Source: an optimization exercise on an open RTL-to-GDS flow (aim: small area). Production flows keep margins and buffers that such runs may drop.
Only simulation tests tie the RTL to the original design; equivalence was not proved.
No activity file was given, so power comes from the tool's default toggle rates.

File: design/flow/flow/remap.tcl
# Re-map the combinational logic of the standard synthesis netlist for area.
# Registers (and every other sequential cell) are kept as they are: same
# instances, names, cell types and connections.
set lib $::env(REMAP_LIB)
set in  $::env(REMAP_IN)
set out $::env(REMAP_OUT)
set abc_script $::env(REMAP_ABC)
set dont_use $::env(REMAP_DONT_USE)

yosys read_liberty -ignore_miss_func $lib
yosys blackbox sky130_fd_sc_hd__df* sky130_fd_sc_hd__edf* sky130_fd_sc_hd__sdf* sky130_fd_sc_hd__sedf* sky130_fd_sc_hd__dl*
yosys read_verilog $in
yosys hierarchy -top $::env(REMAP_TOP)
yosys tee -o remap_before.txt stat -liberty $lib
yosys flatten
# define every library cell again (as blackboxes) so the new cells have port directions
yosys read_liberty -lib -overwrite $lib
yosys opt -purge
yosys setundef -zero
set du {}
foreach c $dont_use { lappend du -dont_use $c }
yosys abc -script $abc_script -liberty $lib {*}$du
yosys splitnets
yosys opt_clean -purge
yosys hilomap -singleton -hicell sky130_fd_sc_hd__conb_1 HI -locell sky130_fd_sc_hd__conb_1 LO
yosys insbuf -buf sky130_fd_sc_hd__buf_4 A X
yosys check -assert -mapped
yosys tee -o remap_after.txt stat -liberty $lib
yosys write_verilog -noattr -nohex -nodec $out
File: design/flow/design.v
module font_rom_bit(code, row, col, b, o);
  input [3:0] code;
  wire [3:0] code;
  input row;
  wire row;
  input [2:0] col;
  wire [2:0] col;
  input [2:0] b;
  wire [2:0] b;
  output o;
  wire o;
  wire _000_;
  wire _001_;
  wire _002_;
  wire _003_;
  wire _004_;
  wire _005_;
  wire _006_;
  wire _007_;
  wire _008_;
  wire _009_;
  wire _010_;
  wire _011_;
  wire _012_;
  wire _013_;
  wire _014_;
  wire _015_;
  wire _016_;
  wire _017_;
  wire _018_;
  wire _019_;
  wire _020_;
  wire _021_;
  wire _022_;
  wire _023_;
  wire _024_;
  wire _025_;
  wire _026_;
  wire _027_;
  wire _028_;
  wire _029_;
  wire _030_;
  wire _031_;
  wire _032_;
  wire _033_;
  wire _034_;
  wire _035_;
  wire _036_;
  wire _037_;
  wire _038_;
  wire _039_;
  wire _040_;
  wire _041_;
  wire _042_;
  wire _043_;
  wire _044_;
  wire _045_;
  wire _046_;
  wire _047_;
  wire _048_;
  wire _049_;
  wire _050_;
  wire _051_;
  wire _052_;
  wire _053_;
  wire _054_;
  wire _055_;
  wire _056_;
  wire _057_;
  wire _058_;
  wire _059_;
  wire _060_;
  wire _061_;
  wire _062_;
  wire _063_;
  wire _064_;
  wire _065_;
  wire _066_;
  wire _067_;
  wire _068_;
  wire _069_;
  wire _070_;
  wire _071_;
  wire _072_;
  wire _073_;
  wire _074_;
  wire _075_;
  wire _076_;
  wire _077_;
  wire _078_;
  wire _079_;
  wire _080_;
  wire _081_;
  wire _082_;
  wire _083_;
  wire _084_;
  wire _085_;
  wire _086_;
  wire _087_;
  wire _088_;
  wire _089_;
  wire _090_;
  wire _091_;
  wire _092_;
  wire _093_;
  wire _094_;
  wire _095_;
  wire _096_;
  wire _097_;
  wire _098_;
  wire _099_;
  wire _100_;
  wire _101_;
  wire _102_;
  wire _103_;
  wire _104_;
  wire _105_;
  wire _106_;
  wire _107_;
  wire _108_;
  wire _109_;
  wire _110_;
  wire _111_;
  wire _112_;
  wire _113_;
  wire _114_;
  wire _115_;
  wire _116_;
  wire _117_;
  wire _118_;
  wire _119_;
  wire _120_;
  wire _121_;
  wire _122_;
  wire _123_;
  wire _124_;
  wire _125_;
  wire _126_;
  wire _127_;
  wire _128_;
  wire _129_;
  wire _130_;
  wire _131_;
  wire _132_;
  wire _133_;
  wire _134_;
  wire _135_;
  wire _136_;
  wire _137_;
  wire _138_;
  wire _139_;
  wire _140_;
  wire _141_;
  wire _142_;
  wire _143_;
  wire _144_;
  wire _145_;
  wire _146_;
  wire _147_;
  wire _148_;
  wire _149_;
  wire _150_;
  wire _151_;
  wire _152_;
  wire _153_;
  wire _154_;
  wire _155_;
  wire _156_;
  wire _157_;
  wire _158_;
  wire _159_;
  wire _160_;
  wire _161_;
  wire _162_;
  wire _163_;
  wire _164_;
  wire _165_;
  wire _166_;
  wire _167_;
  wire _168_;
  wire _169_;
  wire _170_;
  wire _171_;
  wire _172_;
  wire _173_;
  wire _174_;
  wire _175_;
  wire _176_;
  wire _177_;
  wire _178_;
  wire _179_;
  wire _180_;
  wire _181_;
  wire _182_;
  wire _183_;
  wire _184_;
  wire _185_;
  wire _186_;
  wire _187_;
  wire _188_;
  wire _189_;
  wire _190_;
  wire _191_;
  wire _192_;
  wire _193_;
  wire _194_;
  wire _195_;
  wire _196_;
  assign _030_ = 4'h2 >> { code[1], col[2] };
  assign _041_ = 4'h2 >> { col[1], col[2] };
  assign _052_ = 4'h4 >> { _041_, col[0] };
  assign _063_ = 4'h8 >> { _052_, code[0] };
  assign _074_ = 4'h2 >> { col[0], col[1] };
  assign _085_ = 4'h4 >> { _074_, code[0] };
  assign _096_ = 4'h1 >> { _085_, _063_ };
  assign _107_ = 4'h1 >> { _096_, _030_ };
  assign _118_ = 4'h4 >> { col[0], col[1] };
  assign _119_ = 4'h8 >> { _118_, code[0] };
  assign _120_ = 4'h4 >> { _119_, code[1] };
  assign _121_ = 4'h1 >> { _120_, _107_ };
  assign _122_ = 4'h2 >> { _121_, b[0] };
  assign _123_ = 4'h4 >> { code[1], col[2] };
  assign _124_ = 4'h1 >> { _123_, _030_ };
  assign _125_ = 4'h2 >> { _124_, _119_ };
  assign _126_ = 4'h4 >> code[1:0];
  assign _127_ = 4'h2 >> { _126_, _118_ };
  assign _128_ = 4'h4 >> { col[0], col[2] };
  assign _129_ = 4'h4 >> { _128_, code[0] };
  assign _130_ = 4'h8 >> { code[1], col[1] };
  assign _131_ = 4'h2 >> { _130_, _129_ };
  assign _132_ = 4'h2 >> { _131_, _127_ };
  assign _133_ = 4'h4 >> { _131_, _127_ };
  assign _134_ = 4'h2 >> { _133_, code[2] };
  assign _135_ = 4'h4 >> { _134_, _132_ };
  assign _136_ = 4'h1 >> { _135_, _125_ };
  assign _137_ = 4'h2 >> { _136_, b[0] };
  assign _138_ = 4'h1 >> { _119_, _085_ };
  assign _139_ = 4'h1 >> { _138_, col[2] };
  assign _140_ = 4'h4 >> { col[1], col[2] };
  assign _141_ = 4'h4 >> { col[0], code[0] };
  assign _142_ = 4'h2 >> { _141_, _140_ };
  assign _143_ = 4'h1 >> { _142_, code[1] };
  assign _144_ = 4'h4 >> { _143_, _139_ };
  assign _145_ = 4'h2 >> { _129_, code[1] };
  assign _146_ = 4'h4 >> { _145_, _052_ };
  assign _147_ = 4'h1 >> { _146_, _144_ };
  assign _148_ = 4'h1 >> { _118_, _074_ };
  assign _149_ = 4'h1 >> { _140_, _041_ };
  assign _150_ = 4'h1 >> { _149_, code[0] };
  assign _151_ = 4'h8 >> { _150_, _148_ };
  assign _152_ = 4'h1 >> { _151_, _119_ };
  assign _153_ = 4'h8 >> { _152_, _041_ };
  assign _154_ = 4'h2 >> { _153_, code[2] };
  assign _155_ = 4'h4 >> { _154_, _147_ };
  assign _156_ = 4'h1 >> { _155_, _134_ };
  assign _157_ = 4'h4 >> { _149_, _148_ };
  assign _158_ = 4'h4 >> { _157_, code[0] };
  assign _159_ = 4'h8 >> { _130_, _128_ };
  assign _160_ = 4'h1 >> { _159_, _158_ };
  assign _161_ = 4'h2 >> { _160_, _145_ };
  assign _162_ = 4'h2 >> { _148_, _138_ };
  assign _163_ = 4'h8 >> { _162_, _143_ };
  assign _164_ = 4'h1 >> { _163_, _161_ };
  assign _165_ = 4'h4 >> { _164_, _156_ };
  assign _166_ = 4'h1 >> { _165_, _137_ };
  assign _167_ = 4'h1 >> { _166_, _122_ };
  assign _168_ = 4'h1 >> { _167_, code[3] };
  assign _169_ = 4'h1 >> { _149_, b[0] };
  assign _170_ = 4'h8 >> { _169_, _152_ };
  assign _171_ = 4'h8 >> { col[2], code[0] };
  assign _172_ = 4'h8 >> { _171_, _074_ };
  assign _173_ = 4'h2 >> { _152_, b[0] };
  assign _174_ = 4'h1 >> { _173_, _172_ };
  assign _175_ = 4'h4 >> { _174_, _170_ };
  assign _176_ = 4'h1 >> { _175_, code[2] };
  assign _177_ = 4'h1 >> { _176_, _168_ };
  assign _178_ = 4'h2 >> code[2:1];
  assign _179_ = 4'h1 >> { _149_, _074_ };
  assign _180_ = 4'h8 >> { _179_, _175_ };
  assign _181_ = 4'h2 >> { _180_, _178_ };
  assign _182_ = 4'h1 >> code[2:1];
  assign _183_ = 4'h4 >> { _182_, _063_ };
  assign _184_ = 4'h4 >> { _183_, _158_ };
  assign _185_ = 4'h4 >> { _184_, code[3] };
  assign _186_ = 4'h8 >> { _141_, _130_ };
  assign _187_ = 4'h8 >> { b[1], row };
  assign _188_ = 4'h4 >> { _187_, _186_ };
  assign _189_ = 4'h4 >> { _188_, _185_ };
  assign _190_ = 4'h4 >> { _189_, _181_ };
  assign _191_ = 4'h4 >> { _190_, _177_ };
  assign _192_ = 4'h1 >> code[1:0];
  assign _193_ = 4'h1 >> { col[1], col[2] };
  assign _194_ = 4'h2 >> { _193_, _192_ };
  assign _195_ = 4'h2 >> { _194_, _165_ };
  assign _196_ = 4'h2 >> { _158_, _149_ };
  assign _000_ = 4'h4 >> { _196_, _163_ };
  assign _001_ = 4'h2 >> { _192_, row };
  assign _002_ = 4'h4 >> { _001_, _000_ };
  assign _003_ = 4'h8 >> { _002_, code[3] };
  assign _004_ = 4'h4 >> { _178_, _172_ };
  assign _005_ = 4'h8 >> { _129_, col[1] };
  assign _006_ = 4'h2 >> { _005_, _004_ };
  assign _007_ = 4'h8 >> { b[0], row };
  assign _008_ = 4'h4 >> { _007_, _006_ };
  assign _009_ = 4'h4 >> { _008_, _184_ };
  assign _010_ = 4'h1 >> { _009_, _003_ };
  assign _011_ = 4'h1 >> { _010_, _195_ };
  assign _012_ = 4'h1 >> { _171_, row };
  assign _013_ = 4'h8 >> { _121_, row };
  assign _014_ = 4'h2 >> { _194_, _149_ };
  assign _015_ = 4'h2 >> { _014_, _013_ };
  assign _016_ = 4'h8 >> { _192_, _041_ };
  assign _017_ = 4'h2 >> { _016_, code[2] };
  assign _018_ = 4'h4 >> { _017_, _015_ };
  assign _019_ = 4'h2 >> { row, col[2] };
  assign _020_ = 4'h2 >> { _019_, _119_ };
  assign _021_ = 4'h8 >> { _074_, code[1] };
  assign _022_ = 4'h4 >> { _021_, _012_ };
  assign _023_ = 4'h1 >> { _022_, _020_ };
  assign _024_ = 4'h4 >> { _150_, _148_ };
  assign _025_ = 4'h8 >> { _024_, code[1] };
  assign _026_ = 4'h2 >> { _025_, _023_ };
  assign _027_ = 4'h8 >> { _026_, _018_ };
  assign _028_ = 4'h2 >> { _148_, code[3] };
  assign _029_ = 4'h2 >> { _002_, _142_ };
  assign _031_ = 4'h4 >> { _182_, _153_ };
  assign _032_ = 4'h4 >> { _031_, _029_ };
  assign _033_ = 4'h4 >> { _032_, _028_ };
  assign _034_ = 4'h2 >> { _032_, code[3] };
  assign _035_ = 4'h1 >> { _034_, _033_ };
  assign _036_ = 4'h4 >> { _035_, _027_ };
  assign _037_ = 4'h2 >> { _036_, _012_ };
  assign _038_ = 4'h8 >> { _004_, row };
  assign _039_ = 4'h4 >> { _038_, _139_ };
  assign _040_ = 4'h1 >> { _039_, _184_ };
  assign _042_ = 4'h1 >> { _040_, _037_ };
  assign _043_ = 4'h2 >> { _023_, code[2] };
  assign _044_ = 4'h1 >> { _043_, _018_ };
  assign _045_ = 4'h8 >> { code[1], row };
  assign _046_ = 4'h1 >> { _045_, _044_ };
  assign _047_ = 4'h2 >> { _046_, _165_ };
  assign _048_ = 4'h1 >> { _119_, _052_ };
  assign _049_ = 4'h1 >> { _048_, row };
  assign _050_ = 4'h1 >> { _128_, _074_ };
  assign _051_ = 4'h2 >> { _050_, code[0] };
  assign _053_ = 4'h1 >> { _051_, _159_ };
  assign _054_ = 4'h4 >> { _053_, _049_ };
  assign _055_ = 4'h8 >> { _054_, _046_ };
  assign _056_ = 4'h1 >> { _055_, b[0] };
  assign _057_ = 4'h4 >> { _056_, _047_ };
  assign _058_ = 4'h4 >> { _057_, _042_ };
  assign _059_ = 4'h1 >> { _058_, _011_ };
  assign _060_ = 4'h2 >> { _149_, row };
  assign _061_ = 4'h2 >> { _060_, _182_ };
  assign _062_ = 4'h2 >> { _061_, code[3] };
  assign _064_ = 4'h1 >> { code[2], row };
  assign _065_ = 4'h8 >> { _064_, _149_ };
  assign _066_ = 4'h1 >> { _065_, b[1] };
  assign _067_ = 4'h4 >> { _066_, _062_ };
  assign _068_ = 4'h4 >> { _067_, _059_ };
  assign _069_ = 4'h1 >> { _068_, _191_ };
  assign _070_ = 4'h2 >> { _069_, b[2] };
  assign _071_ = 4'h4 >> { _178_, _157_ };
  assign _072_ = 4'h2 >> { code[2], row };
  assign _073_ = 4'h1 >> { _072_, _071_ };
  assign _075_ = 4'h4 >> { _073_, _184_ };
  assign _076_ = 4'h1 >> { _075_, _002_ };
  assign _077_ = 4'h1 >> { _076_, code[3] };
  assign _078_ = 4'h8 >> { _065_, _028_ };
  assign _079_ = 4'h8 >> { _078_, _061_ };
  assign _080_ = 4'h1 >> { _079_, _077_ };
  assign _081_ = 4'h1 >> { row, col[1] };
  assign _082_ = 4'h8 >> { _081_, _136_ };
  assign _083_ = 4'h1 >> { _082_, _044_ };
  assign _084_ = 4'h1 >> { _083_, _080_ };
  assign _086_ = 4'h8 >> { code[3], code[0] };
  assign _087_ = 4'h4 >> { _086_, _081_ };
  assign _088_ = 4'h8 >> { _087_, _149_ };
  assign _089_ = 4'h8 >> { _013_, _165_ };
  assign _090_ = 4'h1 >> { _089_, _088_ };
  assign _091_ = 4'h8 >> { _090_, _036_ };
  assign _092_ = 4'h8 >> { _060_, _182_ };
  assign _093_ = 4'h4 >> { _092_, _091_ };
  assign _094_ = 4'h1 >> { _093_, _084_ };
  assign _095_ = 4'h1 >> { _094_, b[0] };
  assign _097_ = 4'h2 >> { _071_, b[0] };
  assign _098_ = 4'h8 >> { _097_, _091_ };
  assign _099_ = 4'h2 >> { _098_, b[1] };
  assign _100_ = 4'h4 >> { _099_, _095_ };
  assign _101_ = 4'h8 >> { _136_, b[0] };
  assign _102_ = 4'h2 >> { _101_, _040_ };
  assign _103_ = 4'h1 >> { _102_, _080_ };
  assign _104_ = 4'h4 >> { _024_, code[2] };
  assign _105_ = 4'h2 >> { _104_, code[3] };
  assign _106_ = 4'h2 >> { _138_, col[2] };
  assign _108_ = 4'h2 >> { _106_, _178_ };
  assign _109_ = 4'h1 >> { _108_, b[0] };
  assign _110_ = 4'h4 >> { _109_, _185_ };
  assign _111_ = 4'h4 >> { _110_, _105_ };
  assign _112_ = 4'h4 >> { _111_, _155_ };
  assign _113_ = 4'h1 >> { _112_, _103_ };
  assign _114_ = 4'h1 >> { _113_, row };
  assign _115_ = 4'h1 >> { _114_, b[1] };
  assign _116_ = 4'h1 >> { _115_, b[2] };
  assign _117_ = 4'h4 >> { _116_, _100_ };
  assign o = 4'he >> { _117_, _070_ };
endmodule
module top_oled_driver(
    input           clk_50m,
    input           rst_n,
    input  [63:0]   fixed_char,
    input  [6:0]    fixed_x,
    input  [5:0]    fixed_y,
    input  [63:0]   fixed_char1,
    input  [6:0]    fixed_x1,
    input  [5:0]    fixed_y1,
    input  [63:0]   fixed_char2,
    input  [6:0]    fixed_x2,
    input  [5:0]    fixed_y2,
    input  [15:0]   dy_value,
    input  [6:0]    dy_x,
    input  [5:0]    dy_y,
    input  [15:0]   dy_value1,
    input  [6:0]    dy_x1,
    input  [5:0]    dy_y1,
    input  [15:0]   dy_value2,
    input  [6:0]    dy_x2,
    input  [5:0]    dy_y2,
    output          busy,
    output          iic_scl,
    output          iic_sda,
    output          iic_sda_oe
);
    localparam P_INIT = 2'd0, P_CLEAR = 2'd1, P_RUN = 2'd2;
    reg [1:0] phase;
    wire is_init  = (phase == P_INIT);
    wire is_clear = (phase == P_CLEAR);
    wire is_run   = (phase == P_RUN);
    localparam E_IDLE0 = 3'd0,   
               E_IDLE1 = 3'd1,   
               E_PREP  = 3'd2,
               E_SEND  = 3'd3,
               E_W1    = 3'd4,   
               E_RUN   = 3'd5,   
               E_FIN   = 3'd6,
               E_DN    = 3'd7;   
    reg [2:0] es;
    wire wr_done;
    reg [7:0] wc;
    reg [2:0] pg;
    wire ch_active = (es == E_RUN) || (es == E_FIN);
    wire wc_wrap   = is_run ? (wc[3:0] == 4'd15) : (wc == 8'd130);
    always @(posedge clk_50m or negedge rst_n) begin
        if (!rst_n) begin
            wc <= 8'd0;
            pg <= 3'd0;
        end else if (is_run && !ch_active) begin
            wc <= 8'd5;
            pg <= 3'd0;
        end else if (wr_done) begin
            if (wc_wrap) begin
                wc <= is_run ? 8'd5 : 8'd0;
                pg <= pg + 1'b1;
            end else
                wc <= wc + 1'b1;
        end
    end
    wire init_done  = (wc == 8'd26) && wr_done;
    wire clear_done = (pg == 3'd7) && (wc == 8'd130) && wr_done;
    always @(posedge clk_50m or negedge rst_n) begin
        if (!rst_n)
            phase <= P_INIT;
        else if (is_init && init_done)
            phase <= P_CLEAR;
        else if (is_clear && clear_done)
            phase <= P_RUN;
    end
    reg [74:0] pf0, pf1, pf2;
    reg [26:0] pd0, pd1, pd2;
    wire [74:0] nf0 = {fixed_char,  fixed_x,  fixed_y[3:0]};
    wire [74:0] nf1 = {fixed_char1, fixed_x1, fixed_y1[3:0]};
    wire [74:0] nf2 = {fixed_char2, fixed_x2, fixed_y2[3:0]};
    wire [26:0] nd0 = {dy_value,  dy_x,  dy_y[3:0]};
    wire [26:0] nd1 = {dy_value1, dy_x1, dy_y1[3:0]};
    wire [26:0] nd2 = {dy_value2, dy_x2, dy_y2[3:0]};
    always @(posedge clk_50m) begin
        pf0 <= nf0; pf1 <= nf1; pf2 <= nf2;
        pd0 <= nd0; pd1 <= nd1; pd2 <= nd2;
    end
    wire [5:0] chg = { |(nd2 ^ pd2), |(nd1 ^ pd1), |(nd0 ^ pd0),
                       |(nf2 ^ pf2), |(nf1 ^ pf1), |(nf0 ^ pf0) };
    reg  [5:0] pend;
    reg  [2:0] cg;       
    reg  [2:0] ci;       
    reg  [31:0] R;       
    reg  [6:0] cx;       
    reg  [3:0] cy;       
    wire pick = (es == E_IDLE0 || es == E_IDLE1) && is_run && (|pend);
    wire last = (ci[1:0] == 2'd3) && (cg[2] || ci[2]);
    wire [2:0] sel = pend[0] ? 3'd0 : pend[1] ? 3'd1 : pend[2] ? 3'd2 :
                     pend[3] ? 3'd4 : pend[4] ? 3'd5 : 3'd6;
    always @(posedge clk_50m or negedge rst_n) begin
        if (!rst_n)
            pend <= 6'b111111;
        else begin
            if (es == E_DN && last) begin
                case (cg)
                    3'd0: pend[0] <= 1'b0;
                    3'd1: pend[1] <= 1'b0;
                    3'd2: pend[2] <= 1'b0;
                    3'd4: pend[3] <= 1'b0;
                    3'd5: pend[4] <= 1'b0;
                    default: pend[5] <= 1'b0;
                endcase
            end
            if (chg[0]) pend[0] <= 1'b1;
            if (chg[1]) pend[1] <= 1'b1;
            if (chg[2]) pend[2] <= 1'b1;
            if (chg[3]) pend[3] <= 1'b1;
            if (chg[4]) pend[4] <= 1'b1;
            if (chg[5]) pend[5] <= 1'b1;
        end
    end
    always @(posedge clk_50m or negedge rst_n) begin
        if (!rst_n)
            es <= E_IDLE0;
        else case (es)
            E_IDLE0, E_IDLE1: es <= pick ? E_PREP : E_IDLE0;
            E_PREP:  es <= E_SEND;
            E_SEND:  es <= E_W1;
            E_W1:    es <= E_RUN;
            E_RUN:   es <= (pg[0] && wc[3:0] == 4'd15 && wr_done) ? E_FIN : E_RUN;
            E_FIN:   es <= E_DN;
            default: es <= last ? E_IDLE1 : E_PREP;
        endcase
    end
    function [3:0] cc;
        input [7:0] a;
        reg nh;
        begin
            nh = (a[7:4] != 4'h3);
            cc = {a[3] | nh, a[2], a[1] | nh, a[0]};
        end
    endfunction
    reg [63:0] ltxt;
    reg [15:0] lval;
    reg [6:0]  lx;
    reg [3:0]  ly;
    always @(*) begin
        case (sel)
            3'd0: begin ltxt = fixed_char;  lx = fixed_x;  ly = fixed_y[3:0];  end
            3'd1: begin ltxt = fixed_char1; lx = fixed_x1; ly = fixed_y1[3:0]; end
            3'd2: begin ltxt = fixed_char2; lx = fixed_x2; ly = fixed_y2[3:0]; end
            3'd4: begin ltxt = fixed_char2; lx = dy_x;     ly = dy_y[3:0];     end
            3'd5: begin ltxt = fixed_char2; lx = dy_x1;    ly = dy_y1[3:0];    end
            default: begin ltxt = fixed_char2; lx = dy_x2; ly = dy_y2[3:0];    end
        endcase
        case (sel)
            3'd4: lval = dy_value;
            3'd5: lval = dy_value1;
            default: lval = dy_value2;
        endcase
    end
    wire [31:0] ltxt_c = {cc(ltxt[63:56]), cc(ltxt[55:48]), cc(ltxt[47:40]), cc(ltxt[39:32]),
                          cc(ltxt[31:24]), cc(ltxt[23:16]), cc(ltxt[15:8]),  cc(ltxt[7:0])};
    wire [31:0] lval_c = {15'd0, lval, 1'b1};
    function [3:0] ad3;
        input [3:0] d;
        ad3 = (d >= 4'd5) ? d + 4'd3 : d;
    endfunction
    wire [15:0] bcd_adj = {ad3(R[31:28]), ad3(R[27:24]), ad3(R[23:20]), ad3(R[19:16])};
    wire dd_act  = cg[2] && (|R[14:0]);
    wire adv     = (es == E_FIN) || (es == E_DN) ||
                   ((es == E_PREP || es == E_SEND) && (ci != 3'd0));
    wire [15:0] rtop = dd_act ? bcd_adj : R[31:16];
    always @(posedge clk_50m) begin
        if (pick) begin
            cg <= sel;
            ci <= 3'd0;
            R  <= sel[2] ? lval_c : ltxt_c;
            cx <= lx;
            cy <= ly;
        end else begin
            if (es == E_DN && !last) begin
                ci <= ci + 1'b1;
                cx[6:3] <= cx[6:3] + 1'b1;
            end
            if (dd_act || adv)
                R <= {rtop[14:0], R[15:0], 1'b0};
        end
    end
    wire rom_bit;
    font_rom_bit u_font (
        .code (R[31:28]),
        .row  (pg[0]),
        .col  (wc[2:0]),
        .b    (bitc[2:0]),
        .o    (rom_bit)
    );
    reg [7:0] init_b;
    always @(*) begin
        case (wc[4:0])
            5'd0 :  init_b = 8'hAE;
            5'd1 :  init_b = 8'h00;
            5'd2 :  init_b = 8'h10;
            5'd3 :  init_b = 8'h40;
            5'd4 :  init_b = 8'hB0;
            5'd5 :  init_b = 8'h81;
            5'd6 :  init_b = 8'hFF;
            5'd7 :  init_b = 8'hA1;
            5'd8 :  init_b = 8'hA6;
            5'd9 :  init_b = 8'hA8;
            5'd10:  init_b = 8'h3F;
            5'd11:  init_b = 8'hC8;
            5'd12:  init_b = 8'hD3;
            5'd13:  init_b = 8'h00;
            5'd14:  init_b = 8'hD5;
            5'd15:  init_b = 8'h80;
            5'd16:  init_b = 8'hD8;
            5'd17:  init_b = 8'h05;
            5'd18:  init_b = 8'hD9;
            5'd19:  init_b = 8'hF1;
            5'd20:  init_b = 8'hDA;
            5'd21:  init_b = 8'h12;
            5'd22:  init_b = 8'hDB;
            5'd23:  init_b = 8'h30;
            5'd24:  init_b = 8'h8D;
            5'd25:  init_b = 8'h14;
            5'd26:  init_b = 8'hAF;
            default: init_b = 8'hAE;
        endcase
    end
    reg [7:0] data_b;
    reg       is_data;
    always @(*) begin
        if (is_init) begin
            data_b  = init_b;
            is_data = 1'b0;
        end else if (is_clear) begin
            is_data = (wc >= 8'd3);
            case (wc)
                8'd0:    data_b = 8'hB0 + pg;
                8'd2:    data_b = 8'h10;
                default: data_b = 8'h00;
            endcase
        end else begin
            is_data = wc[3];
            case (wc[3:0])
                4'd5:    data_b = 8'hB0 + cy + pg[0];
                4'd6:    data_b = {4'h0, cx[3:0]};
                4'd7:    data_b = {5'h02, cx[6:4]};
                default: data_b = 8'h00;
            endcase
        end
    end
    wire wr_req = !is_run || (es == E_RUN);
    localparam S_IDLE = 3'd0, S_START = 3'd1, S_WR = 3'd2, S_ACK = 3'd3, S_DONE = 3'd4;
    reg [2:0] st, st_n;
    reg [7:0] cnt;       
    localparam [7:0] T25 = 8'hAF, T50 = 8'hAC, T100 = 8'hA2, T200 = 8'h41;
    reg [3:0] bitc;      
    reg [1:0] nbytes;
    reg       scl_r, sda_r;
    always @(*) begin
        case (st)
            S_IDLE:  st_n = wr_req ? S_START : S_IDLE;
            S_START: st_n = (cnt == T200) ? S_WR : S_START;
            S_WR:    st_n = (bitc == 4'd8 && !scl_r) ? S_ACK : S_WR;
            S_ACK:   st_n = (bitc[0] && !scl_r) ? ((nbytes == 2'd2) ? S_DONE : S_WR) : S_ACK;
            S_DONE:  st_n = (bitc[0] && cnt == T25 && scl_r) ? S_IDLE : S_DONE;
            default: st_n = S_IDLE;
        endcase
    end
    wire st_chg = (st != st_n);
    assign wr_done = (st == S_DONE) && st_chg;
    always @(posedge clk_50m or negedge rst_n) begin
        if (!rst_n)
            st <= S_IDLE;
        else
            st <= st_n;
    end
    always @(posedge clk_50m) begin
        if (st_chg || (cnt == T100 && st != S_START))
            cnt <= 8'd0;
        else
            cnt <= {cnt[6:0], ~(cnt[7] ^ cnt[2])};
    end
    wire mid_hi = (cnt == T50) && scl_r;
    always @(posedge clk_50m) begin
        if (st == S_IDLE)
            nbytes <= 2'd0;
        else if (st == S_ACK && st_chg)
            nbytes <= nbytes + 1'b1;
    end
    always @(posedge clk_50m) begin
        if (st == S_IDLE || st_chg)
            bitc <= 4'd0;
        else if (st != S_START && mid_hi)
            bitc <= bitc + 1'b1;
    end
    always @(posedge clk_50m or negedge rst_n) begin
        if (!rst_n)
            scl_r <= 1'b1;
        else if (st == S_START && cnt == T200)
            scl_r <= 1'b0;
        else if ((st == S_WR || st == S_ACK) && cnt == T100)
            scl_r <= ~scl_r;
        else if (st == S_DONE && cnt == T100)
            scl_r <= 1'b1;
    end
    reg [7:0] tx_byte;
    always @(*) begin
        case (nbytes)
            2'd0:    tx_byte = 8'h78;
            2'd1:    tx_byte = {1'b0, is_data, 6'd0};
            default: tx_byte = data_b;
        endcase
    end
    wire rom_sel = is_run && wc[3] && (nbytes == 2'd2);
    wire tx_bit  = rom_sel ? rom_bit : tx_byte[~bitc[2:0]];
    always @(posedge clk_50m or negedge rst_n) begin
        if (!rst_n)
            sda_r <= 1'b1;
        else if (st == S_START && cnt == T50)
            sda_r <= 1'b0;
        else if (st == S_WR && cnt == T50) begin
            if (!scl_r)
                sda_r <= tx_bit;
        end
        else if (st == S_ACK)
            sda_r <= 1'b0;
        else if (st == S_DONE && cnt == T100 && scl_r)
            sda_r <= 1'b1;
        else if (st == S_IDLE)
            sda_r <= 1'b1;
    end
    assign iic_scl    = scl_r;
    assign iic_sda    = sda_r;
    assign iic_sda_oe = (st != S_ACK);
    assign busy       = !is_run || (es != E_IDLE0);
endmodule
File: design/flow/standard.sh
#!/bin/bash
# synth_recipe.tcl (not shown) runs the flow's synth.tcl, then flattens the netlist and writes it again
# the make line also repeats each setting of config.mk as NAME=value (left out here)
make -C /OpenROAD-flow-scripts/flow DESIGN_CONFIG=/design/flow/config.mk WORK_HOME=/design/flow/orfs CLKGATE_MAP_FILE= SYNTH_SCRIPT=/design/flow/synth_recipe.tcl "${@:-finish}"
File: design/flow/constraint.sdc
create_clock -name core_clock -period 20.0 [get_ports {clk_50m}]
set_input_delay 4.0000 -clock core_clock [delete_from_list [all_inputs] [get_ports {clk_50m}]]
set_output_delay 4.0000 -clock core_clock [all_outputs]
set_load 0.01 [all_outputs]
File: design/flow/flow/run.sh
#!/bin/bash
set -euo pipefail
cat >> config.mk <<'EOC'
export BUFFER_PORTS_ARGS = -buffer_cell sky130_fd_sc_hd__buf_1
export CTS_ARGS = -sink_clustering_enable -repair_clock_nets -buf_list {sky130_fd_sc_hd__clkbuf_16} -sink_clustering_size 34 -sink_clustering_max_diameter 70 -dont_use_dummy_load
EOC

# 1. standard synthesis
bash standard.sh synth > synth.log 2>&1
RES=orfs/results/${FLOW_PLATFORM}/top_oled_driver/base
LOGD=orfs/logs/${FLOW_PLATFORM}/top_oled_driver/base
cp $RES/1_2_yosys.v $RES/1_2_yosys_std.v

# re-map combinational logic
YOSYS=yosys
if [ -x "$FLOW_HOME/../tools/install/yosys/bin/yosys" ]; then YOSYS="$FLOW_HOME/../tools/install/yosys/bin/yosys"; fi
export REMAP_LIB="$FLOW_HOME/platforms/sky130hd/lib/sky130_fd_sc_hd__tt_025C_1v80.lib"
export REMAP_IN="$RES/1_2_yosys_std.v"
export REMAP_OUT="$RES/1_2_yosys_remap.v"
export REMAP_ABC="$PWD/flow/remap.abc"
export REMAP_TOP="$FLOW_TOP"
export REMAP_DONT_USE="$(grep -o -- '-dont_use [^ ]*' $LOGD/1_2_yosys.log | sort -u | awk '{print $2}' | tr '\n' ' ')"
$YOSYS -c flow/remap.tcl > remap.log 2>&1
cp $REMAP_OUT $RES/1_2_yosys.v
rm -f $RES/1_synth.odb
bash standard.sh synth > synth_odb.log 2>&1

# 2./3. rest of the standard flow
bash standard.sh > standard.log 2>&1
File: design/flow/config.mk
export PLATFORM = sky130hd
export DESIGN_NAME = top_oled_driver
export DESIGN_NICKNAME = top_oled_driver
export VERILOG_FILES = /design/flow/design.v
export SDC_FILE = /design/flow/constraint.sdc
export NUM_CORES = 4
export LEC_CHECK = 0
export ABC_AREA = 1
export CAP_MARGIN = 20
export CORE_MARGIN = 2
export CORE_UTILIZATION = 55
export SLEW_MARGIN = 20
export BUFFER_PORTS_ARGS = -buffer_cell sky130_fd_sc_hd__buf_1
export CTS_ARGS = -sink_clustering_enable -repair_clock_nets -buf_list {sky130_fd_sc_hd__clkbuf_16} -sink_clustering_size 34 -sink_clustering_max_diameter 70 -dont_use_dummy_load
File: design/flow/flow/remap.abc
strash
&get -n
&dch -f
&nf -R 1000
&put
==> metrics.md, run 1 <==
| Metric | Value |
|---|---|
| Post-CTS setup buffer count | `0` |
| Post-DP HPWL | `~37000 um` |
| CP endpoint kind | `output port` |
| Period utilisation layout | `30.3%` |
| Final setup viols | `0` |
| CP max stage cell | `dfrtp_1` |
| Num ports | `324` |
| Synthesized instance count | `about 1.6k` |
| CTS Buf Count | `24` |
| Largest delay contributor family on the critical path | `simple AND/OR/NAND/NOR gates` |
| Die footprint | `0.0307 mm^2` |
| Total Routing Usage GR | `31.0%` |
| Pwr Density | `77.3 mW/mm^2` |
| RR Startpoint | `wc[2]` |
| Setup TNS | `0 ps` |
| HP Class | `reg -> reg` |
| Worst skew pair latency | `570 ps` |
| Power, Total | `around 1.4 mW` |
| Crit path DAT | `2050 ps` |
| Crit path launch | `phase[1]` |
| GRT Residual Overflow | `0` |
| Max Cap Viol | `0` |
| Routed WL | `between 40000 and 50000 um` |
| Global-route wire length before repair | `73700 um` |
| Status | `complete, no violations` |
| Syn nets | `1873` |
| Largest net degree at the start of global routing | `39` |
| Clock Sinks | `396` |
| DR DRC count | `0` |
| Share of cells above drive strength 1 | `about 2.6%` |
| Worst hold start | `sda_r` |
| Avg Vias per Cell | `around 5.9` |
| Ys Warns | `1` |
| Worst Tran Pin Value | `909 ps` |
| Critical path buffer and inverter count | `1` |
| Worst-path cell chain | `nand2b_1, nor3_1, nand2b_1, buf_1` |
| P_leak | `~6.7 nW` |
| Peak VDD IR | `68.7 uV` |
| Layout Skew | `66.9 ps` |
| Die Y | `between 150 and 200 um` |
| H-tree depth | `1` |
| Mean post-synth cell area | `10.4 um^2` |
| Clock buffer depth | `3` |
| Initial DRC Count | `between 1k and 1.5k` |
| Crit path max fanout | `12` |
| Tmin final | `a little over 6000 ps` |
| Clock-pin slew on the worst setup and hold paths | `about 60 ps` |
| I/O Buffers | `311` |
| Vias in the first global route | `13.1k` |
| Starting Density | `56.1%` |
| RSZ-0062 raised after global routing | `no` |
| Standard cell core area | `0.0288 mm^2` |
| Post-route ant nets | `0` |
| Rows | `62` |
| Slew margin rel. | `39.4%` |
| Crit Path Category | `reg -> out` |
| Area grow syn2layout | `14.7%` |
| Type of origin of the critical path | `register` |
| Critical Path RT | `~16000 ps` |
| Max-slew violations | `0` |
| Final hold viol count | `0` |
| Fmax | `165 MHz` |
| CP max stage delay | `570 ps` |
| Cts repair resizes | `0` |
| CP most frequent cell | `nand2b_1` |
| WL/cell | `21.1 um` |
| Initial antenna violation count | `4` |
| CTS tree | `yes` |
| Total Nets Final | `2222` |
| Die width | `175 um` |
| Via count | `13.5k` |
| Cts hold-fix bufs | `0` |
| Post-Syn Area | `around 0.016 mm^2` |
| Router iterations before antenna repair | `7` |
| Final GP Congestion | `about 0.9` |
| CTS root buffer | `clkbuf_16` |
| Filler cells | `2472` |
==> metal layers <==
layer	wire length [um]	GRT usage, %	up-vias
li1	-	-	6396
met1	20600	41.8	6379
met2	21500	48.7	590
met3	4770	8.87	85
met4	1400	8.92	4
met5	23	0	-
==> worst paths after layout <==
path                              end  slack, ps  cells past startpoint
max in group asynchronous       wc[0]      16170                      2
worst min-delay path            sda_r        490                      2
worst max register to register  sda_r      15140                     15
worst max-delay path             busy      13950                      4
worst min register to register  sda_r        490                      2
min in group asynchronous       st[1]       3470                      2
==> layout by cell type (no fill, tap or decap), types with 16 or more instances in the layout <==
| cell type | count |
|---|---|
| a31oi_1 | 16 |
| dfrtp_1 | 19 |
| nand2_1 | 128 |
| a222oi_1 | 16 |
| nand4_1 | 54 |
| buf_1 | 311 |
| nor4_1 | 54 |
| xor2_1 | 145 |
| a221oi_1 | 26 |
| a21oi_1 | 69 |
| clkbuf_16 | 24 |
| and2_0 | 19 |
| nor2_1 | 90 |
| o22ai_1 | 28 |
| nor3_1 | 27 |
| dfxtp_1 | 323 |
| o21ai_0 | 71 |
| edfxtp_1 | 46 |
| nand3_1 | 39 |
| xnor2_1 | 175 |
==> tightest hold or removal path, stage by stage (launching register included) <==
cell and delay, ps:
dfstp_2 370, clkinv_1 30, o21ai_0 70
==> stage by stage <==
step / hold slack (ps) / setup WS (ps) / std cells / cell area [um^2] / util, %
floorplan: 455 / 14530 / 1553 / 16100 / -
global placement: 466 / 13710 / 2260 / 17900 / 62.2
detailed placement: 481 / 13650 / 2260 / 17900 / 62.2
CTS: 492 / 13940 / 2284 / 18500 / 64.3
global route: 510 / 13810 / 2285 / 18500 / 64.3
finish: 487 / 13950 / 2286 / 18500 / 64.3
==> layout make-up <==
type / instances / area (um^2) / area share, %
flip-flops and latches: 396 / 8530 / 46.1
multi-input cells: 1143 / 7570 / 40.9
repair buffers: 323 / 1260 / 6.80
clock buffers: 24 / 601 / 3.25
well taps: 384 / 480 / 2.60
inverters: 14 / 52.6 / 0.284
diodes: 2 / 5.00 / 0.0270
==> flip-flops by register name, indices dropped and copies added (netlist names), 7 cells and up <==
signal  count
pf1        75
pd0        27
cx          7
pd1        27
cnt         8
pf0        75
pd2        27
wc          8
pf2        75
R          32
==> power breakdown <==
| group | leakage [nW] | switching, mW | internal, mW |
|---|---|---|---|
| sequential | 3.54 | 0.0134 | 0.835 |
| combinational | 2.82 | 0.0658 | 0.0546 |
| clock | 0.296 | 0.249 | 0.213 |
| total | 6.66 | 0.328 | 1.10 |
==> run 2, diff against run 1 <==
--- a/design/flow/flow/run.sh
+++ b/design/flow/flow/run.sh
@@ -3,5 +3,5 @@
 cat >> config.mk <<'EOC'
 export BUFFER_PORTS_ARGS = -buffer_cell sky130_fd_sc_hd__buf_1
-export CTS_ARGS = -sink_clustering_enable -repair_clock_nets -buf_list {sky130_fd_sc_hd__clkbuf_16} -sink_clustering_size 34 -sink_clustering_max_diameter 70 -dont_use_dummy_load
+export CTS_ARGS = -sink_clustering_enable -repair_clock_nets -buf_list {sky130_fd_sc_hd__clkbuf_16} -sink_clustering_size 28 -sink_clustering_max_diameter 100 -dont_use_dummy_load
 EOC
 
==> design/flow/config.mk (replaced) <==
export PLATFORM = sky130hd
export DESIGN_NAME = top_oled_driver
export DESIGN_NICKNAME = top_oled_driver
export VERILOG_FILES = /design/flow/design.v
export SDC_FILE = /design/flow/constraint.sdc
export NUM_CORES = 4
export LEC_CHECK = 0
export ABC_AREA = 1
export CAP_MARGIN = 5
export CORE_MARGIN = 2
export CORE_UTILIZATION = 55
export SLEW_MARGIN = 5
export BUFFER_PORTS_ARGS = -buffer_cell sky130_fd_sc_hd__buf_1
export CTS_ARGS = -sink_clustering_enable -repair_clock_nets -buf_list {sky130_fd_sc_hd__clkbuf_16} -sink_clustering_size 28 -sink_clustering_max_diameter 100 -dont_use_dummy_load
==> metrics.md, run 2 <==
| Metric | Value |
|---|---|
| Crit path DAT | `2130 ps (+80 ps)` |
| Cts hold-fix bufs | `0 (unchanged)` |
| Avg Vias per Cell | `5.89 (+0.13%)` |
| RR Startpoint | `wc[2]` |
| DR DRC count | `0 (unchanged)` |
| Standard cell core area | `0.0288 mm^2 (unchanged)` |
| Max-slew violations | `0 (unchanged)` |
| Most frequent cells in the layout | `dfxtp_1 (323), buf_1 (311), xnor2_1 (175)` |
| Routed WL | `48000 um (-0.64%)` |
| Post-route ant nets | `0 (unchanged)` |
| Final setup viols | `0 (unchanged)` |
| Largest delay contributor family on the critical path | `simple AND/OR/NAND/NOR gates` |
| Vias in the first global route | `13.0k (-0.94%)` |
| Worst-path cell chain | `nand2b_1, nor3_1, nand2b_1, buf_1` |
| H-tree depth | `1 (unchanged)` |
| CP max stage cell | `dfrtp_1` |
| Area grow syn2layout | `13.7%` |
| Largest net degree at the start of global routing | `39 (unchanged)` |
| Synthesized instance count | `1553 (unchanged)` |
| HP Class | `reg -> reg` |
| Critical Path RT | `16000 ps (about the same)` |
| Via count | `13.4k (-0.13%)` |
| Initial DRC Count | `1296 (+12%)` |
| Dpl cells | `2260 (unchanged)` |
| Layout Skew | `36.9 ps (-30.0 ps)` |
| Initial antenna violation count | `3 (-1)` |
| Worst hold start | `sda_r` |
| Largest registers | `pf0: 75 flops, pf1: 75 flops, pf2: 75 flops` |
| Cts repair resizes | `0 (unchanged)` |
| CTS Buf Count | `18 (-25%)` |
| Total Nets Final | `2216 (-0.27%)` |
| Final GP Congestion | `0.897 (unchanged)` |
| Syn nets | `1873 (unchanged)` |
| Total Routing Usage GR | `30.8% (-0.17 points)` |
| Slew margin rel. | `37.7% (-1.7 points)` |
| WL/cell | `21.0 um (-0.37%)` |
| Hold_ws | `492 ps (+5.53 ps)` |
| Type of origin of the critical path | `register` |
| Crit path max fanout | `12 (unchanged)` |
| Num ports | `324 (unchanged)` |
| Fmax | `163 MHz (-1.2%)` |
| Max Cap Viol | `0 (unchanged)` |
| Share of cells above drive strength 1 | `2.27% (-0.31 points)` |
| RSZ-0062 raised after global routing | `no` |
| Tmin final | `6130 ps (+76.5 ps)` |
| Die Y | `175 um (unchanged)` |
| Peak VDD IR | `77.0 uV (+12%)` |
| GRT Residual Overflow | `0 (unchanged)` |
| Final hold viol count | `0 (unchanged)` |
| Non-filler cells, final | `2280 (-0.26%)` |
| Starting Density | `56.1% (unchanged)` |
| Status | `complete, no violations` |
| CTS root buffer | `clkbuf_16` |
| Crit path launch | `phase[1]` |
| Pwr Density | `74.9 mW/mm^2 (-3.2%)` |
| Global-route wire length before repair | `73200 um (-0.62%)` |
| Clock-pin slew on the worst setup and hold paths | `100 ps (+40 ps)` |
| Period utilisation layout | `30.6% (+0.38 points)` |
| Worst skew pair latency | `530 ps (-40 ps)` |
| Clock buffer depth | `3 (unchanged)` |
| Mean post-synth cell area | `10.4 um^2 (unchanged)` |
| Post-route core utilization | `63.8% (-0.52 points)` |
| Met3 wire length | `4620 um (-3.2%)` |
| Clock Sinks | `396 (unchanged)` |
| Post-Syn Area | `0.0161 mm^2 (unchanged)` |
| Top layer in use | `met5` |
| Commonest non-fill, non-tap cell in the layout | `dfxtp_1` |
| P_leak | `6.59 nW (-1.1%)` |
| I/O Buffers | `311 (unchanged)` |
| Die width | `175 um (unchanged)` |
| Post-CTS setup buffer count | `0 (unchanged)` |
| Crit Path Category | `reg -> out` |
| Post-DP HPWL | `36900 um (unchanged)` |
| CP max stage delay | `600 ps (+30 ps)` |
| Metal-1 WL | `20800 um (+0.91%)` |
| CP endpoint kind | `output port` |
| CTS tree | `yes` |
| Router iterations before antenna repair | `6 (-1)` |
| Ys Warns | `1 (unchanged)` |
| Worst Tran Pin Value | `935 ps (+25.7 ps)` |
| Critical path buffer and inverter count | `1 (unchanged)` |
| Die footprint | `0.0307 mm^2 (unchanged)` |
| Setup TNS | `0 ps (unchanged)` |
| Rows | `62 (unchanged)` |
| CP most frequent cell | `nand2b_1` |
| Met2 wire len | `21100 um (-1.8%)` |
run 2: path summary, 6_finish.rpt:
path,slack [ps],cells past startpoint,endpoint
max,13870,4,busy
min,490,2,sda_r
max reg2reg,15150,15,sda_r
min reg2reg,490,2,sda_r
max in group asynchronous,16190,2,pend[0]
min in group asynchronous,3480,2,st[2]
run 2: area by class of cell:
type	instances	area [um^2]
Sequential cell	396	8530
Multi-Input combinational cell	1143	7570
Clock buffer	18	450
Antenna cell	2	5.00
Inverter	14	52.6
Fill cell	2494	10400
Tap cell	384	480
Timing Repair Buffer	323	1260
run 2: worst reg2reg max path, delay by kind of cell (launching register included):
| kind | cells | cell delay, ps |
|---|---|---|
| flip-flops | 1 | 900 |
| AO/OA/AOI/OAI | 9 | 2310 |
| AND/OR/NAND/NOR | 5 | 1030 |
| buffers and inverters | 1 | 580 |
run 2: power breakdown:
group | switching [mW] | internal (mW) | total [mW]
Sequential | 0.0134 | 0.835 | 0.849
Clock | 0.243 | 0.163 | 0.405
Combinational | 0.0654 | 0.0546 | 0.120
run 2: layer usage:
layer	global-route usage [%]	vias up
li1	-	6384
met1	42.3	6344
met2	48.1	621
met3	7.94	85
met4	8.99	2
met5	0	-
run 2: stage by stage:
step / total power [mW] / worst slack, ps / area, um^2
floorplan: 0.924 / 14530 / 16100
global placement: 0.983 / 13710 / 17900
detailed placement: 0.986 / 13650 / 17900
CTS: 1.38 / 13900 / 18300
global route: 1.42 / 13800 / 18400
finish: 1.37 / 13870 / 18400
==> run 3, diff against run 2 <==
--- a/design/flow/config.mk
+++ b/design/flow/config.mk
@@ -7,8 +7,8 @@
 export LEC_CHECK = 0
 export ABC_AREA = 1
-export CAP_MARGIN = 5
+export CAP_MARGIN = 20
 export CORE_MARGIN = 2
 export CORE_UTILIZATION = 55
-export SLEW_MARGIN = 5
+export SLEW_MARGIN = 20
 export BUFFER_PORTS_ARGS = -buffer_cell sky130_fd_sc_hd__buf_1
 export CTS_ARGS = -sink_clustering_enable -repair_clock_nets -buf_list {sky130_fd_sc_hd__clkbuf_16} -sink_clustering_size 28 -sink_clustering_max_diameter 100 -dont_use_dummy_load
==> metrics.md, run 3 <==
| Metric | Value |
|---|---|
| Share of cells above drive strength 1 | `2.27% (unchanged)` |
| Most frequent cells in the layout | `dfxtp_1 (323), buf_1 (311), xnor2_1 (175)` |
| RSZ-0062 raised after global routing | `no` |
| I/O Buffers | `311 (unchanged)` |
| Pwr Density | `74.9 mW/mm^2 (unchanged)` |
| Met2 wire len | `21100 um (unchanged)` |
| Post-CTS setup buffer count | `0 (unchanged)` |
| Syn nets | `1873 (unchanged)` |
| Fmax | `163 MHz (unchanged)` |
| Initial antenna violation count | `3 (unchanged)` |
| Power, Total | `1.37 mW (unchanged)` |
| Metal-1 WL | `20800 um (unchanged)` |
| Standard cell core area | `0.0288 mm^2 (unchanged)` |
| Slew margin rel. | `37.7% (unchanged)` |
| Via count | `13.4k (unchanged)` |
| R2R Path End | `sda_r` |
| Synthesized instance count | `1553 (unchanged)` |
| P_leak | `6.59 nW (unchanged)` |
| Mean post-synth cell area | `10.4 um^2 (unchanged)` |
| Crit path DAT | `2130 ps (about the same)` |
| Post-DP HPWL | `36900 um (unchanged)` |
| Vias in the first global route | `13.0k (unchanged)` |
| Num ports | `324 (unchanged)` |
| Clock buffer depth | `3 (unchanged)` |
| H-tree depth | `1 (unchanged)` |
| Final GP Congestion | `0.897 (unchanged)` |
| Total Routing Usage GR | `30.8% (unchanged)` |
| Crit path launch | `phase[1]` |
| Type of origin of the critical path | `register` |
| Critical Path RT | `16000 ps (about the same)` |
| Avg Vias per Cell | `5.89 (unchanged)` |
| Largest registers | `pf0: 75 flops, pf1: 75 flops, pf2: 75 flops` |
| Post-Syn Area | `0.0161 mm^2 (unchanged)` |
| Peak VDD IR | `77.0 uV (unchanged)` |
| Starting Density | `56.1% (unchanged)` |
| Routed WL | `48000 um (unchanged)` |
| Ys Warns | `1 (unchanged)` |
| Total Nets Final | `2216 (unchanged)` |
| Area grow syn2layout | `13.7% (unchanged)` |
| RR Startpoint | `wc[2]` |
| Global-route wire length before repair | `73200 um (unchanged)` |
| Rows | `62 (unchanged)` |
| Cts hold-fix bufs | `0 (unchanged)` |
| R2R Setup Slk | `15150 ps (about the same)` |
| Filler cells | `2494 (unchanged)` |
| Register-to-Register Path Depth | `15 (unchanged)` |
| Final hold viol count | `0 (unchanged)` |
| Crit Path Category | `reg -> out` |
| Max Cap Viol | `0 (unchanged)` |
| Setup TNS | `0 ps (unchanged)` |
| End point of the critical path | `busy` |
| Final setup viols | `0 (unchanged)` |
| Top layer in use | `met5` |
| GRT Residual Overflow | `0 (unchanged)` |
| Layout Skew | `36.9 ps (unchanged)` |
| Worst Tran Pin Value | `935 ps (unchanged)` |
| WL/cell | `21.0 um (unchanged)` |
| Max-slew violations | `0 (unchanged)` |
| HP Class | `reg -> reg` |
| CTS root buffer | `clkbuf_16` |
| Period utilisation layout | `30.6% (unchanged)` |
| Die width | `175 um (unchanged)` |
| Status | `complete, no violations` |
| Post-route ant nets | `0 (unchanged)` |
| CTS Buf Count | `18 (unchanged)` |
| Clock-pin slew on the worst setup and hold paths | `100 ps (about the same)` |
| Tmin final | `6130 ps (unchanged)` |
| Cts repair resizes | `0 (unchanged)` |
| Router iterations before antenna repair | `6 (unchanged)` |
| CP endpoint kind | `output port` |
| CTS tree | `yes` |
| Clock Sinks | `396 (unchanged)` |
| Die footprint | `0.0307 mm^2 (unchanged)` |
| Crit path max fanout | `12 (unchanged)` |
| Met3 wire length | `4620 um (unchanged)` |
| Initial DRC Count | `1296 (unchanged)` |
| Largest net degree at the start of global routing | `39 (unchanged)` |
| Die Y | `175 um (unchanged)` |
| Commonest non-fill, non-tap cell in the layout | `dfxtp_1` |
| DR DRC count | `0 (unchanged)` |
| Worst skew pair latency | `530 ps (about the same)` |
-- run 3: metrics by stage --
| stage | area (um^2) | util, % | worst slack [ps] | hold slack [ps] | cells |
|---|---|---|---|---|---|
| 2_1_floorplan | 16100 | - | 14530 | 455 | 1553 |
| 3_3_place_gp | 17900 | 62.2 | 13710 | 466 | 2260 |
| 3_5_place_dp | 17900 | 62.2 | 13650 | 481 | 2260 |
| 4_1_cts | 18300 | 63.8 | 13900 | 497 | 2278 |
| 5_1_grt | 18400 | 63.8 | 13800 | 516 | 2279 |
| 6_report | 18400 | 63.8 | 13870 | 492 | 2280 |
-- run 3: worst min-delay path by stage --
stage,start,endpoint,slack (ps),cells past startpoint
detailed placement,sda_r,sda_r,480,2
CTS,cnt[6],cnt[7],500,1
floorplan,cnt[6],cnt[7],450,1
global placement,cnt[5],cnt[6],470,1
global route,cnt[5],cnt[6],520,1
finish,sda_r,sda_r,490,2
-- run 3: final cells by class --
cell class                      count  area (um^2)  area share [%]
Multi-Input combinational cell   1143         7570            41.3
Inverter                           14         52.6           0.286
Clock buffer                       18          450            2.45
Antenna cell                        2         5.00          0.0273
Timing Repair Buffer              323         1260            6.85
Sequential cell                   396         8530            46.5
Tap cell                          384          480            2.62
-- run 3: per-layer routing --
layer / vias up / GRT usage [%]
met4: 2 / 8.99
met5: - / 0
li1: 6384 / -
met3: 85 / 7.94
met1: 6344 / 42.3
met2: 621 / 48.1
-- run 3: worst max-delay path, cell delays in order, from the launching register on --
cell      delay [ps]
dfrtp_1          600
nand2b_1         160
nor3_1           410
nand2b_1         240
buf_1            190
-- run 3: power by group --
group / leakage [nW] / internal [mW] / total, mW / switching (mW)
Sequential: 3.54 / 0.835 / 0.849 / 0.0134
Clock: 0.222 / 0.163 / 0.405 / 0.243
Combinational: 2.82 / 0.0546 / 0.120 / 0.0654
Total: 6.59 / 1.05 / 1.37 / 0.321
==> run 4, diff against run 3 <==
--- a/design/flow/flow/run.sh
+++ b/design/flow/flow/run.sh
@@ -3,5 +3,5 @@
 cat >> config.mk <<'EOC'
 export BUFFER_PORTS_ARGS = -buffer_cell sky130_fd_sc_hd__buf_1
-export CTS_ARGS = -sink_clustering_enable -repair_clock_nets -buf_list {sky130_fd_sc_hd__clkbuf_16} -sink_clustering_size 28 -sink_clustering_max_diameter 100 -dont_use_dummy_load
+export CTS_ARGS = -sink_clustering_enable -repair_clock_nets -buf_list {sky130_fd_sc_hd__clkbuf_16} -sink_clustering_size 30 -sink_clustering_max_diameter 120 -dont_use_dummy_load
 EOC
 
--- a/design/flow/config.mk
+++ b/design/flow/config.mk
@@ -12,3 +12,3 @@
 export SLEW_MARGIN = 20
 export BUFFER_PORTS_ARGS = -buffer_cell sky130_fd_sc_hd__buf_1
-export CTS_ARGS = -sink_clustering_enable -repair_clock_nets -buf_list {sky130_fd_sc_hd__clkbuf_16} -sink_clustering_size 28 -sink_clustering_max_diameter 100 -dont_use_dummy_load
+export CTS_ARGS = -sink_clustering_enable -repair_clock_nets -buf_list {sky130_fd_sc_hd__clkbuf_16} -sink_clustering_size 30 -sink_clustering_max_diameter 120 -dont_use_dummy_load
==> metrics.md, run 4 <==
| Metric | Value |
|---|---|
| Status | `complete, no violations` |
| Worst skew pair latency | `540 ps (about the same)` |
| Post-Syn Area | `0.0161 mm^2 (unchanged)` |
| GRT Residual Overflow | `0 (unchanged)` |
| Area grow syn2layout | `13.6%` |
| CP Depth | `4 (unchanged)` |
| WL/cell | `21.1 um (about the same)` |
| Total Nets Final | `2215 (-0.045%)` |
| Metal-1 WL | `20500 um (-1.3%)` |
| Layout Skew | `53.9 ps (+17.0 ps)` |
| Standard cell core area | `0.0288 mm^2 (unchanged)` |
| Critical Path RT | `16000 ps (about the same)` |
| Tmin final | `6110 ps (-18.8 ps)` |
| DR DRC count | `0 (unchanged)` |
| Clock buffer depth | `3 (unchanged)` |
| P_leak | `6.58 nW (-0.19%)` |
| Hold_ws | `490 ps (-2.15 ps)` |
| Post-DP HPWL | `36900 um (unchanged)` |
| Share of power burned in registers | `62.3% (+0.5 points)` |
| R2R Path End | `sda_r` |
| Crit path max fanout | `12 (unchanged)` |
| Die width | `175 um (unchanged)` |
| Worst Tran Pin Value | `938 ps (+3.14 ps)` |
| Mean post-synth cell area | `10.4 um^2 (unchanged)` |
| Gate power share | `8.8% (about the same)` |
| Cts hold-fix bufs | `0 (unchanged)` |
| CTS tree | `yes` |
| Die footprint | `0.0307 mm^2 (unchanged)` |
| Crit Path Category | `reg -> out` |
| Switching pwr | `0.318 mW (-1.0%)` |
| H-tree depth | `1 (unchanged)` |
| Starting Density | `56.1% (unchanged)` |
| Num ports | `324 (unchanged)` |
| Part of the power in the clock network | `28.9% (-0.6 points)` |
| Internal power | `1.04 mW (-0.81%)` |
| Fmax | `164 MHz (+0.31%)` |
| CP most frequent cell | `nand2b_1` |
| Largest net degree at the start of global routing | `39 (unchanged)` |
| Cts repair resizes | `0 (unchanged)` |
| Post-route ant nets | `0 (unchanged)` |
| CP max stage cell | `dfrtp_1` |
| Type of origin of the critical path | `register` |
| Crit path DAT | `2110 ps (-20 ps)` |
| Final hold viol count | `0 (unchanged)` |
| Initial antenna violation count | `4 (+1)` |
| Vias in the first global route | `13.0k (-0.031%)` |
| R2R Setup Slk | `15190 ps (+40 ps)` |
| Router iterations before antenna repair | `8 (+2)` |
| Crit path launch | `phase[1]` |
| Clock-pin slew on the worst setup and hold paths | `110 ps (about the same)` |
| CP endpoint kind | `output port` |
| End point of the critical path | `busy` |
| Max-slew violations | `0 (unchanged)` |
| Met2 wire len | `21300 um (+0.65%)` |
| Slew margin rel. | `37.4% (-0.21 points)` |
| Peak VDD IR | `65.9 uV (-14%)` |
| Final GP Congestion | `0.897 (unchanged)` |
| Critical path buffer and inverter count | `1 (unchanged)` |
| Largest registers | `pf0: 75 flops, pf1: 75 flops, pf2: 75 flops` |
| Clock Sinks | `396 (unchanged)` |
| RR Startpoint | `wc[2]` |
| Syn nets | `1873 (unchanged)` |
| Period utilisation layout | `30.5% (-0.094 points)` |
| Setup TNS | `0 ps (unchanged)` |
| Met3 wire length | `4710 um (+2.0%)` |
| Post-CTS setup buffer count | `0 (unchanged)` |
| Total Routing Usage GR | `30.6% (-0.15 points)` |
| Synthesized instance count | `1553 (unchanged)` |
| Die Y | `175 um (unchanged)` |
| Commonest non-fill, non-tap cell in the layout | `dfxtp_1` |
| Routed WL | `48000 um (about the same)` |
| Worst-path cell chain | `nand2b_1, nor3_1, nand2b_1, buf_1` |
| Share of cells above drive strength 1 | `2.22% (-0.052 points)` |
| Filler cells | `2485 (-0.36%)` |
| Via count | `13.4k (-0.25%)` |
| I/O Buffers | `311 (unchanged)` |
| Pre-CTS WS | `13650 ps (unchanged)` |
| Post-route core utilization | `63.7% (-0.087 points)` |
| CTS Buf Count | `17 (-1)` |
| Avg Vias per Cell | `5.88 (-0.20%)` |
| Top layer in use | `met5` |
| Largest delay contributor family on the critical path | `simple AND/OR/NAND/NOR gates` |
| Pwr Density | `74.3 mW/mm^2 (-0.72%)` |
| Rows | `62 (unchanged)` |
| Sw Share | `23.3% (-0.037 points)` |
| Ys Warns | `1 (unchanged)` |
| Final WS setup | `13890 ps (+18.8 ps)` |
| Register-to-Register Path Depth | `15 (unchanged)` |
| Global-route wire length before repair | `72900 um (-0.41%)` |
| RSZ-0062 raised after global routing | `no` |
| Final setup viols | `0 (unchanged)` |
| Max Cap Viol | `0 (unchanged)` |
| HP Class | `reg -> reg` |
| CP max stage delay | `590 ps (about the same)` |
| CTS root buffer | `clkbuf_16` |
| Most frequent cells in the layout | `dfxtp_1 (323), buf_1 (311), xnor2_1 (175)` |
| Initial DRC Count | `1226 (-5.4%)` |
==> run 4: worst min path at each step <==
| stage | endpoint | slack [ps] | depth (start not counted) | start |
|---|---|---|---|---|
| after floorplan | cnt[7] | 450 | 1 | cnt[6] |
| after global routing | cnt[6] | 520 | 1 | cnt[5] |
| final | sda_r | 490 | 2 | sda_r |
| after detailed placement | sda_r | 480 | 2 | sda_r |
| after CTS | sda_r | 500 | 2 | sda_r |
| after global placement | cnt[6] | 470 | 1 | cnt[5] |
==> run 4: per-layer routing <==
metal	up-vias	global-route usage, %
li1	6376	-
met1	6351	41.8
met2	587	48.1
met3	85	7.99
met4	4	9.10
met5	-	0
==> run 4: power by group through the flow <==
stage	combinational (mW)	clock, mW	sequential, mW
global route	0.132	0.422	0.852
global placement	0.117	0	0.866
floorplan	0.0586	0	0.865
finish	0.120	0.393	0.849
CTS	0.120	0.399	0.849
detailed placement	0.119	0	0.867
==> run 4: layout make-up <==
type	instances	area (um^2)	share of cell area (%)
flip-flops and latches	396	8530	46.6
multi-input cells	1143	7570	41.3
repair buffers	323	1260	6.86
well taps	384	480	2.62
clock buffers	17	425	2.32
inverters	14	52.6	0.287
diodes	2	5.00	0.0273
==> run 4: tightest hold or removal path, cell delays in order, from the launching register on <==
cell and delay [ps]:
dfstp_2 380, clkinv_1 30, o21ai_0 70
==> run 4: metrics by stage <==
stage               total power, mW  cells  instance area, um^2
detailed placement            0.986   2260                17900
floorplan                     0.924   1553                16100
CTS                            1.37   2277                18300
finish                         1.36   2279                18300
global placement              0.983   2260                17900
global route                   1.41   2278                18300

separate check: timing with driven ports:
No port has a modelled driver above. Below, the same layouts with a new extraction and two added sets of constraints. Step 1 assumes that a clkbuf_16 drives the clock port and a buf_2 every other input. Step 2 also shifts input and output timing later by t, the mid clock arrival at the registers, as if the neighbouring blocks saw the same clock. Slacks: no drivers / after step 1 / after step 2; pairs: no drivers / after step 1.
| run | t (ns) | setup slack, ns | hold slack, ns | worst register clock-pin slew, ns | worst data-port slew with drivers (ns) |
|---|---|---|---|---|---|
| run 1 | 0.577 | 13.948 / 13.897 / 13.468 | 0.487 / 0.487 / 0.487 | 0.11 / 0.11 | 0.08 |
| run 2 | 0.564 | 13.872 / 13.822 / 13.583 | 0.492 / 0.492 / 0.492 | 0.11 / 0.11 | 0.08 |
| run 3 | 0.564 | 13.872 / 13.822 / 13.583 | 0.492 / 0.492 / 0.492 | 0.11 / 0.11 | 0.08 |
| run 4 | 0.566 | 13.891 / 13.838 / 13.548 | 0.490 / 0.490 / 0.490 | 0.11 / 0.11 | 0.09 |
After both steps setup and hold are still met in every run listed. The setup slack of run 1, which loses most, moves by -0.051 ns with the drivers and by -0.480 ns with both steps.
